Context: an optimization exercise on an open-source flow, tuned for small area, a short achievable clock period and few clock cycles. The choices shown serve that exercise and are no tape-out recipe. RTL that was checked went through simulation tests only; none was proved equivalent to the original.

== MS ==
==> flow/design.v <==
module axi_stream_insert_header #(
	parameter DATA_WD 		= 32,
	parameter DATA_BYTE_WD 	= DATA_WD / 8,
	parameter BYTE_CNT_WD 	= $clog2(DATA_BYTE_WD)
) (
	input clk,
	input rst_n,
	input 							valid_in,
	input 	[DATA_WD-1 : 0] 		data_in,
	input 	[DATA_BYTE_WD-1 : 0] 	keep_in,
	input 							last_in,
	output 							ready_in,
	output 							valid_out,
	output 	[DATA_WD-1 : 0] 		data_out,
	output 	[DATA_BYTE_WD-1:0] 		keep_out,
	output 							last_out,
	input 							ready_out,
	input 							valid_insert,
	input 	[DATA_WD-1 : 0] 		header_insert,
	input 	[DATA_BYTE_WD-1 : 0] 	keep_insert,
	input 	[BYTE_CNT_WD : 0] 		byte_insert_cnt,
	output 							ready_insert
);
	reg			e;			 
	reg			fl;			 
	reg			pend;		 
	reg	[3:0]	m;			 
	reg	[31:0]	rem;
	wire		ne		= ~e;
	wire		nfl		= ~fl;
	wire		npend	= ~pend;
	wire		strm	= ~e & ~fl & ~pend;
	wire		owed	= pend | fl;
	wire [2:0]	nq		= ~(m[2:0] & {nfl, nfl, npend});	 
	wire [2:1]	fk		= rem[25:24];	 
	wire		np1		= fl & ~fk[1];
	wire		np2		= fl & ~fk[2];
	wire [2:0]	nv;
	ahi_a21oi u_nv0 (.a1(m[1]), .a2(keep_in[0]), .b1(pend), .y(nv[0]));
	ahi_nand2 u_nv1 (.a(m[2]), .b(keep_in[1]), .y(nv[1]));
	ahi_nand2 u_nv2 (.a(m[3]), .b(keep_in[2]), .y(nv[2]));
	wire		ri_x, ri_y, ri_b;
	ahi_nand4 u_ri_x (.a(nv[0]), .b(nv[1]), .c(nv[2]), .d(valid_in), .y(ri_x));
	ahi_nand2 u_ri_y (.a(ready_out), .b(last_in), .y(ri_y));
	ahi_nand2 u_ri_b (.a(ready_out), .b(fl), .y(ri_b));
	ahi_o211ai u_ri (.a1(ri_x), .a2(ri_y), .b1(ne), .c1(ri_b), .y(ready_insert));
	wire		lz;
	ahi_nand4 u_lz (.a(nv[0]), .b(nv[1]), .c(nv[2]), .d(last_in), .y(lz));
	ahi_nand2 u_last (.a(nfl), .b(lz), .y(last_out));
	ahi_and2 u_rin (.a(ready_out), .b(strm), .y(ready_in));
	ahi_a21o u_vout (.a1(valid_in), .a2(ne), .b1(owed), .y(valid_out));
	assign keep_out[3] = 1'b1;
	wire [2:0]	kt;
	ahi_nor2 u_kt2 (.a(nq[0]), .b(keep_in[2]), .y(kt[2]));
	ahi_o22ai u_kt1 (.a1(nq[0]), .a2(keep_in[1]), .b1(nq[1]), .b2(keep_in[2]), .y(kt[1]));
	ahi_o222ai u_kt0 (.a1(nq[0]), .a2(keep_in[0]), .b1(nq[1]), .b2(keep_in[1]), .c1(nq[2]), .c2(keep_in[2]), .y(kt[0]));
	ahi_a21oi u_k2 (.a1(last_in), .a2(kt[2]), .b1(np2), .y(keep_out[2]));
	ahi_a21oi u_k1 (.a1(last_in), .a2(kt[1]), .b1(np1), .y(keep_out[1]));
	ahi_a21oi u_k0 (.a1(last_in), .a2(kt[0]), .b1(fl), .y(keep_out[0]));
	wire [63:0]	win		= {rem, data_in};
	wire [4:0]	sel		= {pend, m[3:1], m[0] & npend};
	genvar gj;
	generate
		for (gj = 0; gj < 16; gj = gj + 1) begin : g_lo
			wire t01, t23, t4;
			ahi_a22oi u_t01 (.a1(sel[0]), .a2(win[gj]), .b1(sel[1]), .b2(win[gj + 8]), .y(t01));
			ahi_a22oi u_t23 (.a1(sel[2]), .a2(win[gj + 16]), .b1(sel[3]), .b2(win[gj + 24]), .y(t23));
			ahi_nand2 u_t4 (.a(sel[4]), .b(win[gj + 32]), .y(t4));
			ahi_nand3 u_o (.a(t01), .b(t23), .c(t4), .y(data_out[gj]));
		end
		for (gj = 16; gj < 24; gj = gj + 1) begin : g_l2
			wire td, tr;
			ahi_a22oi u_td (.a1(sel[0]), .a2(win[gj]), .b1(sel[1]), .b2(win[gj + 8]), .y(td));
			ahi_a222oi u_tr (.a1(sel[2]), .a2(win[gj + 16]), .b1(sel[3]), .b2(win[gj + 24]),
							 .c1(sel[4]), .c2(win[gj + 32]), .y(tr));
			ahi_nand2 u_o (.a(td), .b(tr), .y(data_out[gj]));
		end
		for (gj = 24; gj < 32; gj = gj + 1) begin : g_l3
			wire td, tr;
			ahi_a22oi u_td (.a1(sel[0]), .a2(win[gj]), .b1(sel[4]), .b2(win[gj + 32]), .y(td));
			ahi_a222oi u_tr (.a1(sel[1]), .a2(win[gj + 8]), .b1(sel[2]), .b2(win[gj + 16]),
							 .c1(sel[3]), .c2(win[gj + 24]), .y(tr));
			ahi_nand2 u_o (.a(td), .b(tr), .y(data_out[gj]));
		end
	endgenerate
	wire		fit_i	= ~pend & ~(m[1] & keep_in[0] | m[2] & keep_in[1] | m[3] & keep_in[2]);
	wire		lf		= last_in & fit_i;
	wire		take_h	= valid_insert & (e | ready_out & (fl | valid_in & lf));
	wire		hs		= ready_out & (owed | ~e & valid_in);
	always @(posedge clk or negedge rst_n) begin
		if (!rst_n) begin
			e		<= 1'b1;
			fl		<= 1'b0;
			pend	<= 1'b0;
			m		<= 4'd0;
		end else if (take_h) begin
			e		<= 1'b0;
			fl		<= 1'b0;
			pend	<= keep_insert[3];
			m		<= {keep_insert[2] & ~keep_insert[3], keep_insert[1] & ~keep_insert[2],
						~keep_insert[1], keep_insert[3]};
		end else if (hs) begin
			if (fl | strm & lf) begin
				e		<= 1'b1;
				fl		<= 1'b0;
			end else if (pend) begin
				pend	<= 1'b0;
			end else if (last_in) begin
				fl		<= 1'b1;
			end
		end
	end
	wire		en		= e | ready_out & (fl | pend | valid_in);
	wire		hsel	= e | fl | lf;
	genvar gr;
	wire		ld_h	= en & hsel;
	wire		ld_d	= en & ~hsel;
	wire		hold	= ~en;
	wire [23:0]	rn;
	generate
		for (gr = 0; gr < 24; gr = gr + 1) begin : g_rem
			ahi_a222oi u_rn (.a1(ld_h), .a2(header_insert[gr]), .b1(ld_d), .b2(data_in[gr]),
							 .c1(hold), .c2(rem[gr]), .y(rn[gr]));
		end
	endgenerate
	wire [2:1]	fk_new	= {m[2] & keep_in[0] | m[3] & keep_in[1], m[3] & keep_in[0]};
	always @(posedge clk) begin
		rem[23:0]	<= ~rn;
		if (en) begin
			rem[31:26]	<= header_insert[31:26];
			rem[25:24]	<= hsel ? header_insert[25:24] : fk_new;
		end
	end
endmodule
module ahi_nand2 (input a, input b, output y);
	assign y = ~(a & b);
endmodule
module ahi_nand3 (input a, input b, input c, output y);
	assign y = ~(a & b & c);
endmodule
module ahi_nand4 (input a, input b, input c, input d, output y);
	assign y = ~(a & b & c & d);
endmodule
module ahi_nor2 (input a, input b, output y);
	assign y = ~(a | b);
endmodule
module ahi_and2 (input a, input b, output y);
	assign y = a & b;
endmodule
module ahi_a21o (input a1, input a2, input b1, output y);
	assign y = a1 & a2 | b1;
endmodule
module ahi_a21oi (input a1, input a2, input b1, output y);
	assign y = ~(a1 & a2 | b1);
endmodule
module ahi_a22oi (input a1, input a2, input b1, input b2, output y);
	assign y = ~(a1 & a2 | b1 & b2);
endmodule
module ahi_o211ai (input a1, input a2, input b1, input c1, output y);
	assign y = ~((a1 | a2) & b1 & c1);
endmodule
module ahi_o22ai (input a1, input a2, input b1, input b2, output y);
	assign y = ~((a1 | a2) & (b1 | b2));
endmodule
module ahi_o222ai (input a1, input a2, input b1, input b2, input c1, input c2, output y);
	assign y = ~((a1 | a2) & (b1 | b2) & (c1 | c2));
endmodule
module ahi_a222oi (input a1, input a2, input b1, input b2, input c1, input c2, output y);
	assign y = ~(a1 & a2 | b1 & b2 | c1 & c2);
endmodule
clock: 5.0 ns
lec_check: 0
cap_margin: 20
core_margin: 2
core_utilization: 30
setup_slack_margin: 2.5
slew_margin: 20
synth_hierarchical: 1
synth_minimum_keep_size: 0
tns_end_percent: 0
standard.sh (not shown) runs the stock make flow with config.mk's settings and CLKGATE_MAP_FILE= SYNTH_SCRIPT=/design/flow/synth_recipe.tcl, a recipe that flattens the netlist after the stock synthesis.
==> flow/flow/run.sh <==
#!/bin/bash
# The standard layout (standard.sh), with three changes:
# - the port buffers are buf_1 cells (every input and output port still gets
#   its own buffer);
# - the clock tree has no dummy balancing loads;
# - after the standard synthesis, every cell is set to its smallest drive
#   strength (flow/downsize.tcl); repair during placement sizes up again.
# Each tool's output goes to a log file of its own in this folder.
set -euo pipefail
ARGS=("BUFFER_PORTS_ARGS=-buffer_cell sky130_fd_sc_hd__buf_1"
      "CTS_ARGS=-sink_clustering_enable -repair_clock_nets -dont_use_dummy_load")
bash standard.sh "${ARGS[@]}" synth > synth.log 2>&1
R=orfs/results/${FLOW_PLATFORM:-sky130hd}/axi_stream_insert_header/base
cp $R/1_synth.odb $R/1_synth_standard.odb
DS_IN=$R/1_synth_standard.odb DS_OUT=$R/1_synth.odb openroad -no_init -exit flow/downsize.tcl > downsize.log 2>&1
bash standard.sh "${ARGS[@]}" finish > layout.log 2>&1
==> flow/flow/downsize.tcl <==
# Swap every cell of the synthesized netlist to the smallest drive strength
# of the same cell (same function and pins); placement and timing repair
# size them up again where needed. Registers keep their cell type.
read_db $::env(DS_IN)
set db [ord::get_db]
set best [dict create]
foreach lib [$db getLibs] {
  foreach m [$lib getMasters] {
    set n [$m getName]
    if {[regexp {^(sky130_fd_sc_hd__[a-z0-9]+)_(\d+)$} $n -> base sz]} {
      set a [expr {[$m getWidth] * [$m getHeight]}]
      if {![dict exists $best $base] || $a < [lindex [dict get $best $base] 1]} {
        dict set best $base [list $m $a]
      }
    }
  }
}
set n 0
foreach inst [[ord::get_db_block] getInsts] {
  set m [$inst getMaster]
  if {[regexp {^(sky130_fd_sc_hd__[a-z0-9]+)_(\d+)$} [$m getName] -> base sz]} {
    set b [lindex [dict get $best $base] 0]
    if {[$b getName] ne [$m getName]} {
      $inst swapMaster $b
      incr n
    }
  }
}
puts "downsized $n cells"
write_db $::env(DS_OUT)
[inputs] PW vs MS
-- flow/design.v --
<<< MS, line 26
	reg			pend;		 
	reg	[3:0]	m;			 
	reg	[31:0]	rem;
	wire		ne		= ~e;
	wire		nfl		= ~fl;
	wire		npend	= ~pend;
	wire		strm	= ~e & ~fl & ~pend;
	wire		owed	= pend | fl;
	wire [2:0]	nq		= ~(m[2:0] & {nfl, nfl, npend});	 
	wire [2:1]	fk		= rem[25:24];	 
	wire		np1		= fl & ~fk[1];
	wire		np2		= fl & ~fk[2];
>>> PW, line 26
	reg			pend;		 
	reg	[3:0]	m;			 
	reg	[2:1]	fk;			 
	reg	[31:0]	rem;
	wire		ne		= ~e;
	wire		nfl		= ~fl;
	wire		strm	= ~e & ~fl & ~pend;
	wire		owed	= pend | fl;
	wire [2:0]	nq		= ~(m[2:0] & {nfl, nfl, 1'b1});	 
	wire		np1		= fl & ~fk[1];
	wire		np2		= fl & ~fk[2];
<<< MS, line 59
	ahi_a21oi u_k0 (.a1(last_in), .a2(kt[0]), .b1(fl), .y(keep_out[0]));
	wire [63:0]	win		= {rem, data_in};
	wire [4:0]	sel		= {pend, m[3:1], m[0] & npend};
	genvar gj;
	generate
		for (gj = 0; gj < 16; gj = gj + 1) begin : g_lo
			wire t01, t23, t4;
			ahi_a22oi u_t01 (.a1(sel[0]), .a2(win[gj]), .b1(sel[1]), .b2(win[gj + 8]), .y(t01));
>>> PW, line 58
	ahi_a21oi u_k0 (.a1(last_in), .a2(kt[0]), .b1(fl), .y(keep_out[0]));
	wire [63:0]	win		= {rem, data_in};
	wire [4:0]	sel		= {pend, m};
	genvar gj;
	generate
		for (gj = 0; gj < 32; gj = gj + 1) begin : g_out
			wire t01, t23, t4;
			ahi_a22oi u_t01 (.a1(sel[0]), .a2(win[gj]), .b1(sel[1]), .b2(win[gj + 8]), .y(t01));
<<< MS, line 69
			ahi_nand3 u_o (.a(t01), .b(t23), .c(t4), .y(data_out[gj]));
		end
		for (gj = 16; gj < 24; gj = gj + 1) begin : g_l2
			wire td, tr;
			ahi_a22oi u_td (.a1(sel[0]), .a2(win[gj]), .b1(sel[1]), .b2(win[gj + 8]), .y(td));
			ahi_a222oi u_tr (.a1(sel[2]), .a2(win[gj + 16]), .b1(sel[3]), .b2(win[gj + 24]),
							 .c1(sel[4]), .c2(win[gj + 32]), .y(tr));
			ahi_nand2 u_o (.a(td), .b(tr), .y(data_out[gj]));
		end
		for (gj = 24; gj < 32; gj = gj + 1) begin : g_l3
			wire td, tr;
			ahi_a22oi u_td (.a1(sel[0]), .a2(win[gj]), .b1(sel[4]), .b2(win[gj + 32]), .y(td));
			ahi_a222oi u_tr (.a1(sel[1]), .a2(win[gj + 8]), .b1(sel[2]), .b2(win[gj + 16]),
							 .c1(sel[3]), .c2(win[gj + 24]), .y(tr));
			ahi_nand2 u_o (.a(td), .b(tr), .y(data_out[gj]));
		end
	endgenerate
	wire		fit_i	= ~pend & ~(m[1] & keep_in[0] | m[2] & keep_in[1] | m[3] & keep_in[2]);
	wire		lf		= last_in & fit_i;
	wire		take_h	= valid_insert & (e | ready_out & (fl | valid_in & lf));
	wire		hs		= ready_out & (owed | ~e & valid_in);
	always @(posedge clk or negedge rst_n) begin
		if (!rst_n) begin
>>> PW, line 68
			ahi_nand3 u_o (.a(t01), .b(t23), .c(t4), .y(data_out[gj]));
		end
	endgenerate
	wire		take_h	= valid_insert & ready_insert;
	wire		take_d	= valid_in & ready_in;
	wire		hs		= valid_out & ready_out;
	always @(posedge clk or negedge rst_n) begin
		if (!rst_n) begin
<<< MS, line 99
			pend	<= keep_insert[3];
			m		<= {keep_insert[2] & ~keep_insert[3], keep_insert[1] & ~keep_insert[2],
						~keep_insert[1], keep_insert[3]};
		end else if (hs) begin
			if (fl | strm & lf) begin
				e		<= 1'b1;
				fl		<= 1'b0;
			end else if (pend) begin
				pend	<= 1'b0;
			end else if (last_in) begin
				fl		<= 1'b1;
>>> PW, line 83
			pend	<= keep_insert[3];
			m		<= {keep_insert[2] & ~keep_insert[3], keep_insert[1] & ~keep_insert[2],
						~keep_insert[1], 1'b0};
		end else if (hs) begin
			if (fl | strm & ~lz) begin
				e		<= 1'b1;
				fl		<= 1'b0;
			end else if (pend) begin
				pend	<= 1'b0;
				m		<= 4'b0001;
			end else if (last_in) begin
				fl		<= 1'b1;
<<< MS, line 111
		end
	end
	wire		en		= e | ready_out & (fl | pend | valid_in);
	wire		hsel	= e | fl | lf;
	genvar gr;
	wire		ld_h	= en & hsel;
	wire		ld_d	= en & ~hsel;
>>> PW, line 96
		end
	end
	always @(posedge clk) begin
		if (take_d)
			fk <= {m[2] & keep_in[0] | m[3] & keep_in[1], m[3] & keep_in[0]};
	end
	wire		en		= e | ready_out & (fl | pend | valid_in);
	wire		hsel	= e | fl | ~lz;
	wire		ld_h	= en & hsel;
	wire		ld_d	= en & ~hsel;
<<< MS, line 119
	wire [23:0]	rn;
	generate
		for (gr = 0; gr < 24; gr = gr + 1) begin : g_rem
			ahi_a222oi u_rn (.a1(ld_h), .a2(header_insert[gr]), .b1(ld_d), .b2(data_in[gr]),
							 .c1(hold), .c2(rem[gr]), .y(rn[gr]));
		end
	endgenerate
	wire [2:1]	fk_new	= {m[2] & keep_in[0] | m[3] & keep_in[1], m[3] & keep_in[0]};
	always @(posedge clk) begin
		rem[23:0]	<= ~rn;
		if (en) begin
			rem[31:26]	<= header_insert[31:26];
			rem[25:24]	<= hsel ? header_insert[25:24] : fk_new;
		end
	end
endmodule
>>> PW, line 107
	wire [23:0]	rn;
	generate
		for (gj = 0; gj < 24; gj = gj + 1) begin : g_rem
			ahi_a222oi u_rn (.a1(ld_h), .a2(header_insert[gj]), .b1(ld_d), .b2(data_in[gj]),
							 .c1(hold), .c2(rem[gj]), .y(rn[gj]));
		end
	endgenerate
	always @(posedge clk) begin
		rem[23:0]	<= ~rn;
		if (en)
			rem[31:24]	<= header_insert[31:24];
	end
endmodule
- Re setup slack: PW is 42 ps down on MS.
- MS -> PW: length in cells of the worst reg-to-reg path delta 0, exact match
- Against MS, via count in PW came out better.
- Compared with MS, PW shows a lower clock skew after layout.
- When the final numbers for MS and PW were put side by side, the synthesis-to-finish area growth turned out to be smaller in PW.
- When the final numbers for MS and PW were put side by side, the wire length turned out to be greater in MS.
- In the reports for MS and PW, the larger maximum frequency from static timing analysis belongs to MS.
- MS fits on a die that is smaller than the die of PW.
- PW gives more fraction of the cycle the final worst path needs than MS did.
Testbench counts of PW, summed over its fixed seeds: cycles 1,652.
For MS, only the layout was checked, not whether the RTL still works.

[re-timing with driven ports]
In the flow no input, the clock included, has a driving cell. The finished layouts below were timed again as built, in two steps.
Step 1 sets driving cells, clkbuf_16 on the clock port and buf_2 on the other inputs (assumed; they add their load-dependent delay and slew).
Step 2 adds t to the input delays and takes it off the output delays; t is the mean of the earliest and latest rising clock arrival at the registers after step 1. Input paths then give back, and output paths get back, about the clock's delay inside the block.
Slacks: ideal / step 1 / step 2; pairs: ideal / step 1.
run | t (ns) | setup slack, ns | worst register clock-pin slew, ns | worst data-port slew with drivers (ns)
MS | 0.310 | 2.316 / 2.279 / 2.205 | 0.08 / 0.08 | 0.06
PW | 0.311 | 2.274 / 2.237 / 2.153 | 0.08 / 0.08 | 0.05
After both steps setup and hold are still met in every run listed. For PW, which loses most, drivers alone change the setup slack by -0.037 ns; drivers and shift together by -0.121 ns.
